Source: an optimization exercise on an open RTL-to-GDS flow (aim: small area). Production flows keep margins and buffers that such runs may drop.
The RTL was checked by simulation tests, not by an equivalence proof against the original design.
No driver is modelled on the clock port, so clocking that relies on it looks cheaper here than on a real chip.
Power figures rest on the tool's default switching activity, not on a simulated workload.

==> run P <==
==> flow/design.v <==
`timescale 1ns / 1ps
module VendingMachine_top(
    input [3:0] BTN,
    input [4:0] SW,
    input clk,
    input rst,
    output [3:0] AN,
    output [6:0] a_to_g,
    output point);
reg [3:0] s0, p;
always @(posedge clk) begin
	if (rst) begin
		s0 <= 4'd0;
		p  <= 4'd0;
	end else begin
		s0 <= BTN;
		p  <= BTN & ~s0;
	end
end
wire wj = p[1] & SW[0];
wire yy = p[2] & SW[0];
wire co = p[3];
wire cc = p[0] & SW[1];
wire ol = p[0] & SW[2];
wire rt = p[0] & SW[3];
wire fill = p[0] & SW[4];
wire iqc = p[1] & SW[1];
wire iqo = p[1] & SW[2];
wire iqr = p[1] & SW[3];
wire rc = rst | co;
reg [2:0] c5;
reg c2;
reg [1:0] sel;
reg [5:0] u;
reg [1:0] sf;
wire e5 = c5[2];                        
wire eu = e5 & c2 & (sel == 2'd0);      
wire [6:0] u1 = {1'b0, u} + 7'd1;
wire uw = u1[6];                        
always @(posedge clk) begin
	if (rc) begin
		c5 <= 3'd0;
		c2 <= 1'b0;
		sel <= 2'd0;
		u <= 6'd44;
		sf <= 2'd0;
	end else begin
		c5 <= {c5[1] & c5[0], c5[1] ^ c5[0], ~c5[0] & ~c5[2]};
		if (e5) begin
			c2 <= ~c2;
			if (!c2)
				sel <= sel + 2'd1;
		end
		if (eu) begin
			u <= {u1[5], u1[4] | uw, u1[3] | uw, u1[2:0]};
			if (uw)
				sf <= sf + 2'd1;
		end
	end
end
reg x;             
reg [3:0] ge, shi, bai;
reg [2:0] nc, no, nr;
wire shi0 = shi == 4'd0;
wire hi   = !shi0 || (bai != 4'd0);
wire ge2  = ge[3] | ge[2] | ge[1];
wire ge3  = ge[3] | ge[2] | (ge[1] & ge[0]);
wire ge4  = ge[3] | ge[2];
wire ge9  = ge[3] & ge[0];
wire shi9 = shi[3] & shi[0];
wire eq3  = !ge[3] & !ge[2] & ge[1] & ge[0];
wire m20  = hi || ge2;     
wire m30  = hi || ge3;     
wire m35  = hi || ge4;     
wire hc   = nc != 3'd0;
wire ho   = no != 3'd0;
wire hr   = nr != 3'd0;
wire okc  = m20 && hc;
wire oko  = m30 && ho;
wire okr  = m35 && hr;
wire inc  = yy || (x && wj);
wire dec_shi = cc ? (hi && hc && !ge2) :
               ol ? (hi && ho && !ge3) :
               rt ? (hi && hr && (!ge3 || (eq3 && !x))) : 1'b0;
always @(posedge clk) begin
	if (rc)
		x <= 1'b0;
	else if (wj)
		x <= ~x;
	else if (rt && okr)
		x <= ~x || !ge3;
end
wire [1:0] dsel = cc ? 2'd0 : ol ? 2'd1 : (x && ge3) ? 2'd1 : 2'd2;
wire [3:0] damt = {1'b0, dsel == 2'd2, dsel != 2'd2, dsel == 2'd1};
wire [4:0] gsub = {1'b0, ge} - {1'b0, damt};
wire [3:0] gdec = gsub[4] ? gsub[3:0] + 4'd10 : gsub[3:0];
wire gdo = cc ? okc : ol ? oko : rt ? m35 : 1'b0;
always @(posedge clk) begin
	if (rc)
		ge <= 4'd0;
	else if (inc)
		ge <= ge9 ? 4'd0 : ge + 4'd1;
	else if (gdo)
		ge <= gdec;
end
always @(posedge clk) begin
	if (rc)
		shi <= 4'd0;
	else if (inc && ge9)
		shi <= shi9 ? 4'd0 : shi + 4'd1;
	else if (dec_shi)
		shi <= shi0 ? 4'd9 : shi - 4'd1;
end
always @(posedge clk) begin
	if (rc)
		bai <= 4'd0;
	else if (inc && ge9 && shi9)
		bai <= bai + 4'd1;
	else if (dec_shi && shi0)
		bai <= bai - 4'd1;
end
always @(posedge clk) begin
	if (rst || fill) begin
		nc <= 3'd5;
		no <= 3'd5;
		nr <= 3'd5;
	end else begin
		if (cc && okc) nc <= nc - 3'd1;
		if (ol && oko) no <= no - 3'd1;
		if (rt && okr) nr <= nr - 3'd1;
	end
end
localparam [13:0] TSTART = 14'h1d8a;
reg [13:0] t1, t2, t3;
wire z1 = t1[12:0] == 13'd0;
wire z2 = t2[12:0] == 13'd0;
wire z3 = t3[12:0] == 13'd0;
wire a1 = !z1 || t1[13];
wire a2 = !z2 || t2[13];
wire a3 = !z3 || t3[13];
wire ld1 = (cc && !hc) || (ol && !ho) || (rt && !hr);
wire ld2 = (cc && !m20) || (ol && !m30) || (rt && !m35);
wire ld3 = iqc || iqo || iqr;
always @(posedge clk) begin
	if (rst) t1 <= 14'd0;
	else if (ld1) t1 <= TSTART;
	else t1 <= {t1[12:0], (t1[13] ^ t1[0]) & !z1};
end
always @(posedge clk) begin
	if (rst) t2 <= 14'd0;
	else if (ld2) t2 <= TSTART;
	else t2 <= {t2[12:0], (t2[13] ^ t2[0]) & !z2};
end
always @(posedge clk) begin
	if (rst) t3 <= 14'd0;
	else if (ld3) t3 <= TSTART;
	else t3 <= {t3[12:0], (t3[13] ^ t3[0]) & !z3};
end
wire le20 = !hi && !ge3;                 
wire le30 = !hi && !ge4;                 
reg [1:0] mf, mi;
always @(posedge clk) begin
	if (cc && le20) mf <= 2'd1;
	else if (a2 && mf == 2'd1) mf <= 2'd1;
	else if (ol && le30) mf <= 2'd2;
	else if (a2 && mf == 2'd2) mf <= 2'd2;
	else if (rt && le30) mf <= 2'd3;
	else if (a2) mf <= mf;
	else mf <= 2'd3;
end
always @(posedge clk) begin
	if (iqc) mi <= 2'd1;
	else if (a3 && mi == 2'd1) mi <= 2'd1;
	else if (iqo) mi <= 2'd2;
	else if (a3 && mi == 2'd2) mi <= 2'd2;
	else if (iqr) mi <= 2'd3;
	else if (a3) mi <= mi;
	else mi <= 2'd3;
end
assign point = ~(sel == 2'd1);
assign AN = a2 ? {2'b11, sf != 2'd1, sf != 2'd0} : ~(4'd1 << sel);
reg [3:0] num;
always @(*) begin
	if (a1)
		num = 4'hf;
	else if (a2) begin
		if (sf == 2'd1) num = (mf == 2'd1) ? 4'd2 : 4'd3;
		else if (sf == 2'd0 && mf == 2'd3) num = 4'd5;
		else num = 4'd0;
	end else if (a3) begin
		if (sel == 2'd1) num = {1'b0, mi[1] ? (mi[0] ? nr : no) : nc};
		else num = 4'd0;
	end else
		case (sel)
		2'd0: num = {1'b0, x, 1'b0, x};
		2'd1: num = ge;
		2'd2: num = shi;
		default: num = bai;
		endcase
end
reg [6:0] seg;
always @(*)
	case (num)
	4'h0: seg = 7'b0000001;
	4'h1: seg = 7'b1001111;
	4'h2: seg = 7'b0010010;
	4'h3: seg = 7'b0000110;
	4'h4: seg = 7'b1001100;
	4'h5: seg = 7'b0100100;
	4'h6: seg = 7'b0100000;
	4'h7: seg = 7'b0001111;
	4'h8: seg = 7'b0000000;
	4'h9: seg = 7'b0000100;
	4'hA: seg = 7'b0001000;
	4'hB: seg = 7'b1100000;
	4'hC: seg = 7'b0110001;
	4'hD: seg = 7'b1000010;
	4'hE: seg = 7'b0110000;
	default: seg = 7'b0111000;
	endcase
assign a_to_g = seg;
endmodule
==> flow/flow/run.sh <==
#!/bin/bash
# Own layout flow: the standard ORFS steps (standard.sh), with
#  - an area-oriented synthesis: the standard synthesis script with Yosys's
#    extract_fa skipped and ABC run as &deepsyn + area-oriented &nf for
#    several seeds, keeping the smallest netlist (flow/my_synth.tcl);
#    registers come out as in the standard synthesis;
#  - minimum-size port buffers (buf_1) instead of clkdlybuf4s50_1;
#  - a clock tree of clkbuf_8 cells without dummy loads (the denser
#    placement of config.mk keeps its wires short).
# Each step's full output goes to a log file in this folder.
set -euo pipefail
HERE=$(pwd)
export MY_ABC_DIR=$HERE/abc
export MY_ABC_SEEDS="1 2 3 4 5 6 7 8"
export MY_ABC_TIME=20
mkdir -p "$MY_ABC_DIR"

bash standard.sh SYNTH_SCRIPT=$HERE/flow/my_synth.tcl synth > synth.log 2>&1

bash standard.sh \
  BUFFER_PORTS_ARGS="-buffer_cell sky130_fd_sc_hd__buf_1" \
  CTS_ARGS="-buf_list sky130_fd_sc_hd__clkbuf_8 -root_buf sky130_fd_sc_hd__clkbuf_8 -sink_clustering_enable -dont_use_dummy_load -repair_clock_nets" \
  finish > layout.log 2>&1
==> flow/flow/my_synth.tcl <==
# Standard synthesis script (synth_recipe.tcl), with two changes for area:
# Yosys's extract_fa is skipped, and ABC maps with an area script
# (&deepsyn, then area-oriented &nf) run for several random seeds, keeping
# the smallest result. Registers are untouched (ABC only maps logic).
proc synth {args} { yosys synth -nofsm -noshare {*}$args }
proc extract_fa {args} { puts "own synthesis: extract_fa skipped" }
proc abc {args} {
  set i [lsearch -exact $args -script]
  set lib [lindex $args [expr {[lsearch -exact $args -liberty] + 1}]]
  yosys design -save pre_abc
  set best 1e18
  set bestseed -1
  foreach seed $::env(MY_ABC_SEEDS) {
    yosys design -load pre_abc
    set path $::env(MY_ABC_DIR)/abc_seed$seed.script
    set f [open $path w]
    puts $f "strash\n&get -n\n&st\n&deepsyn -T $::env(MY_ABC_TIME) -S $seed\n&nf -a\n&put\ntopo\nstime -c"
    close $f
    lset args [expr {$i + 1}] $path
    yosys abc {*}$args
    set s [tee -q -s result.string stat -liberty $lib]
    regexp {Chip area for module[^:]*: ([0-9.]+)} $s -> area
    puts "own synthesis: seed $seed area $area"
    if { $area < $best } {
      set best $area
      set bestseed $seed
      yosys design -save best_abc
    }
  }
  yosys design -load best_abc
  puts "own synthesis: kept seed $bestseed area $best"
}
source $::env(SCRIPTS_DIR)/synth.tcl
# left out here: clear keep_hierarchy, flatten, clean up, hide names made inside functions, write 1_2_yosys.v
==> flow/standard.sh <==
#!/bin/bash
# synth_recipe.tcl (not shown) runs the flow's synth.tcl, then flattens the netlist and writes it again
# the make line also repeats each setting of config.mk as NAME=value (left out here)
make -C /OpenROAD-flow-scripts/flow DESIGN_CONFIG=/design/flow/config.mk WORK_HOME=/design/flow/orfs CLKGATE_MAP_FILE= SYNTH_SCRIPT=/design/flow/synth_recipe.tcl "${@:-finish}"
==> flow/config.mk <==
export PLATFORM = sky130hd
export DESIGN_NAME = VendingMachine_top
export DESIGN_NICKNAME = VendingMachine_top
export VERILOG_FILES = /design/flow/design.v
export SDC_FILE = /design/flow/constraint.sdc
export NUM_CORES = 4
export LEC_CHECK = 0
export CAP_MARGIN = 20
export CORE_MARGIN = 2
export CORE_UTILIZATION = 70
export PLACE_DENSITY = 0.8
export SLEW_MARGIN = 20
==> flow/constraint.sdc <==
create_clock -name core_clock -period 10.0 [get_ports {clk}]
set_input_delay 2.0000 -clock core_clock [delete_from_list [all_inputs] [get_ports {clk}]]
set_output_delay 2.0000 -clock core_clock [all_outputs]
set_load 0.01 [all_outputs]
==> run K: changes against run P <==
==> flow/flow/run.sh (replaced) <==
#!/bin/bash
# Own layout flow: standard ORFS steps, with an area-oriented synthesis
# (no adder extraction, ABC deepsyn + area mapping), minimum-size port
# buffers and a small clock tree without dummy loads.
set -euo pipefail
HERE=$(pwd)
export MY_ABC_SCRIPT=$HERE/flow/abc_area.script

# Synthesis: the standard script, with extract_fa and the ABC script swapped.
bash standard.sh SYNTH_SCRIPT=$HERE/flow/my_synth.tcl synth > synth.log 2>&1

# Rest of the flow.
bash standard.sh \
  BUFFER_PORTS_ARGS="-buffer_cell sky130_fd_sc_hd__buf_1" \
  CTS_ARGS="-buf_list sky130_fd_sc_hd__clkbuf_8 -root_buf sky130_fd_sc_hd__clkbuf_8 -sink_clustering_enable -sink_clustering_size 30 -sink_clustering_max_diameter 60 -dont_use_dummy_load -repair_clock_nets" \
  finish > layout.log 2>&1
==> flow/flow/abc_area.script (new file) <==
strash
&get -n
&st
&deepsyn -T 60
&nf -a
&put
topo
stime -c
==> flow/flow/my_synth.tcl (replaced) <==
proc synth {args} { yosys synth -nofsm -noshare {*}$args }
proc extract_fa {args} { puts "own synthesis: extract_fa skipped" }
proc abc {args} {
  set i [lsearch -exact $args -script]
  if { $i >= 0 } { lset args [expr {$i + 1}] $::env(MY_ABC_SCRIPT) }
  puts "own synthesis: abc $args"
  yosys abc {*}$args
}
source $::env(SCRIPTS_DIR)/synth.tcl
# left out here: clear keep_hierarchy, flatten, clean up, hide names made inside functions, write 1_2_yosys.v
--- a/flow/config.mk
+++ b/flow/config.mk
@@ -9,4 +9,3 @@
 export CORE_MARGIN = 2
-export CORE_UTILIZATION = 70
-export PLACE_DENSITY = 0.8
+export CORE_UTILIZATION = 40
 export SLEW_MARGIN = 20
==> run M: changes against run P <==
==> flow/flow/run.sh (replaced) <==
#!/bin/bash
# Own layout flow: the standard ORFS steps (standard.sh), with
#  - an area-oriented synthesis: the standard synthesis script with Yosys's
#    extract_fa skipped and ABC run as &deepsyn + the area mapper amap for
#    several seeds, keeping the smallest netlist (flow/my_synth.tcl);
#    registers come out as in the standard synthesis;
#  - minimum-size port buffers (buf_1) instead of clkdlybuf4s50_1;
#  - CTS's clock tree without dummy loads, its leaf buffers then sized
#    down to what keeps the register clock slew at most 105 ps
#    (flow/post_cts.tcl).
# Each step's full output goes to a log file in this folder.
set -euo pipefail
HERE=$(pwd)
export MY_ABC_DIR=$HERE/abc
export MY_ABC_SEEDS="1 2 3 4 5 6 7 8"
export MY_ABC_TIME=30
mkdir -p "$MY_ABC_DIR"

bash standard.sh SYNTH_SCRIPT=$HERE/flow/my_synth.tcl synth > synth.log 2>&1

export MY_CLK_PORT=clk
export MY_CLK_ROOT_CELL=sky130_fd_sc_hd__clkbuf_8
export MY_CLK_LEAF_CELLS="sky130_fd_sc_hd__clkbuf_2 sky130_fd_sc_hd__clkbuf_4 sky130_fd_sc_hd__clkbuf_8 sky130_fd_sc_hd__clkbuf_16"
export MY_CLK_SLEW_NS=0.105
bash standard.sh \
  BUFFER_PORTS_ARGS="-buffer_cell sky130_fd_sc_hd__buf_1" \
  CTS_ARGS="-buf_list sky130_fd_sc_hd__clkbuf_8 -root_buf sky130_fd_sc_hd__clkbuf_8 -sink_clustering_enable -dont_use_dummy_load" \
  POST_CTS_TCL=$HERE/flow/post_cts.tcl \
  finish > layout.log 2>&1
--- a/flow/flow/my_synth.tcl
+++ b/flow/flow/my_synth.tcl
@@ -2,3 +2,3 @@
 # Yosys's extract_fa is skipped, and ABC maps with an area script
-# (&deepsyn, then area-oriented &nf) run for several random seeds, keeping
+# (&deepsyn, then the area mapper amap) run for several random seeds, keeping
 # the smallest result. Registers are untouched (ABC only maps logic).
@@ -16,3 +16,3 @@
     set f [open $path w]
-    puts $f "strash\n&get -n\n&st\n&deepsyn -T $::env(MY_ABC_TIME) -S $seed\n&nf -a\n&put\ntopo\nstime -c"
+    puts $f "strash\n&get -n\n&st\n&deepsyn -T $::env(MY_ABC_TIME) -S $seed\n&dch -f\n&put\namap -F 4\ntopo\nstime -c"
     close $f
==> flow/flow/post_cts.tcl (new file) <==
# Resize the clock buffers that CTS built (a root buffer and leaf buffers
# of at most 15 registers each). Every leaf starts at the smallest size in
# MY_CLK_LEAF_CELLS and is stepped up until the estimated slew at each of
# its register clock pins is at most MY_CLK_SLEW_NS. The tree's shape and
# every register's path (two buffers) are unchanged.
set block [ord::get_db_block]
set db [ord::get_db]
set sizes $::env(MY_CLK_LEAF_CELLS)
set target $::env(MY_CLK_SLEW_NS)
proc out_net { inst } {
  foreach it [$inst getITerms] {
    if { [$it getIoType] == "OUTPUT" } { return [$it getNet] }
  }
  return ""
}
set root [$block findInst "clkbuf_0_$::env(MY_CLK_PORT)"]
$root swapMaster [$db findMaster $::env(MY_CLK_ROOT_CELL)]
set leaves {}
foreach it [[out_net $root] getITerms] {
  set inst [$it getInst]
  if { $inst == $root } { continue }
  if { [string match "sky130_fd_sc_hd__clkbuf_*" [[$inst getMaster] getName]] } {
    lappend leaves $inst
    set level([$inst getName]) 0
    $inst swapMaster [$db findMaster [lindex $sizes 0]]
  }
}
set_propagated_clock [all_clocks]
for { set iter 0 } { $iter < [llength $sizes] } { incr iter } {
  estimate_parasitics -placement
  set changed 0
  foreach inst $leaves {
    set name [$inst getName]
    set mx 0
    foreach p [get_pins -of_objects [get_nets [[out_net $inst] getName]] -filter "direction==input"] {
      set s [get_property $p slew_max]
      if { $s > $mx } { set mx $s }
    }
    puts "post_cts: iter $iter leaf $name [[$inst getMaster] getName] max slew $mx"
    if { $mx > $target && $level($name) < [llength $sizes] - 1 } {
      incr level($name)
      $inst swapMaster [$db findMaster [lindex $sizes $level($name)]]
      set changed 1
    }
  }
  if { !$changed } { break }
}
set_placement_padding -global -left 0 -right 0
detailed_placement
estimate_parasitics -placement
repair_timing -hold
detailed_placement
check_placement -verbose
report_clock_skew
==> summary of the runs <==
Of run P and run K, run P has the higher sequential power (gap about 2%, measured against run K). Between run M and run K, the lower final area is in run M (gap 7.6%, measured against run K). In run K the sequential share of layout area is lower than in run P, by 1.7 points. Core utilization: run K < run M < run P. Of run K and run P, run P has the higher fmax (gap about 6%, measured against run P).
==> figures <==
| metric | run M | run P | run K |
|---|---|---|---|
| Detailed Route WL | 7750 um | 8040 um | 8460 um |
| Simple-gate area share of the yosys netlist | 27.4% | 29.6% | 25.6% |
| Share of the cycle needed by the critical path after routing | 61.5% | 57.0% | 60.4% |
| Tapcell Cnt | 70 | 70 | 129 |
| Count of placed standard cells including taps | 551 | 540 | 600 |
| Post-Synth Adder-Cell Area | 0% | 0.267% | 0.262% |
| Result of the run | timing/DRC/antenna clean | timing/DRC/antenna clean | timing/DRC/antenna clean |
| Worst r2r src | shi[3]$_SDFFE_PP0P_ | ge[1]$_SDFFE_PP0P_ | shi[1]$_SDFFE_PP0P_ |
| Clk Latency, worst-skew pair | 360 ps | 350 ps | 370 ps |
| Worst Hold Margin | 386 ps | 392 ps | 388 ps |
| Vias in the first global route | 2882 | 3191 | 3123 |
| Cts repair resizes | - | 0 | 0 |

-- re-timing with driven ports --
The flow's constraints put no driver on any port. The routed layouts listed below were extracted and timed again, unchanged, in two steps.
Step 1 (the two cells are an assumption about what drives the block):
set clk [get_ports {clk}]
set_driving_cell -lib_cell sky130_fd_sc_hd__clkbuf_16 $clk
set_driving_cell -lib_cell sky130_fd_sc_hd__buf_2 [delete_from_list [all_inputs] $clk]
Step 2 adds t to the input delays and takes it off the output delays; t is the mean of the earliest and latest rising clock arrival at the registers after step 1. Input paths then give back, and output paths get back, about the clock's delay inside the block.
Three values: no drivers, after step 1, after step 2; two values: the first two.
run	shift t [ns]	setup slack, ns	clock arrival spread, ns	worst register clock-pin slew, ns	worst data-port slew with drivers (ns)
run P	0.370	4.301 / 4.271 / 4.641	0.018 / 0.018	0.08 / 0.08	0.03
run K	0.386	3.956 / 3.924 / 4.310	0.026 / 0.026	0.09 / 0.09	0.04
run M	0.374	3.853 / 3.824 / 4.198	0.034 / 0.034	0.11 / 0.11	0.04
After both steps every run listed still meets setup and hold.
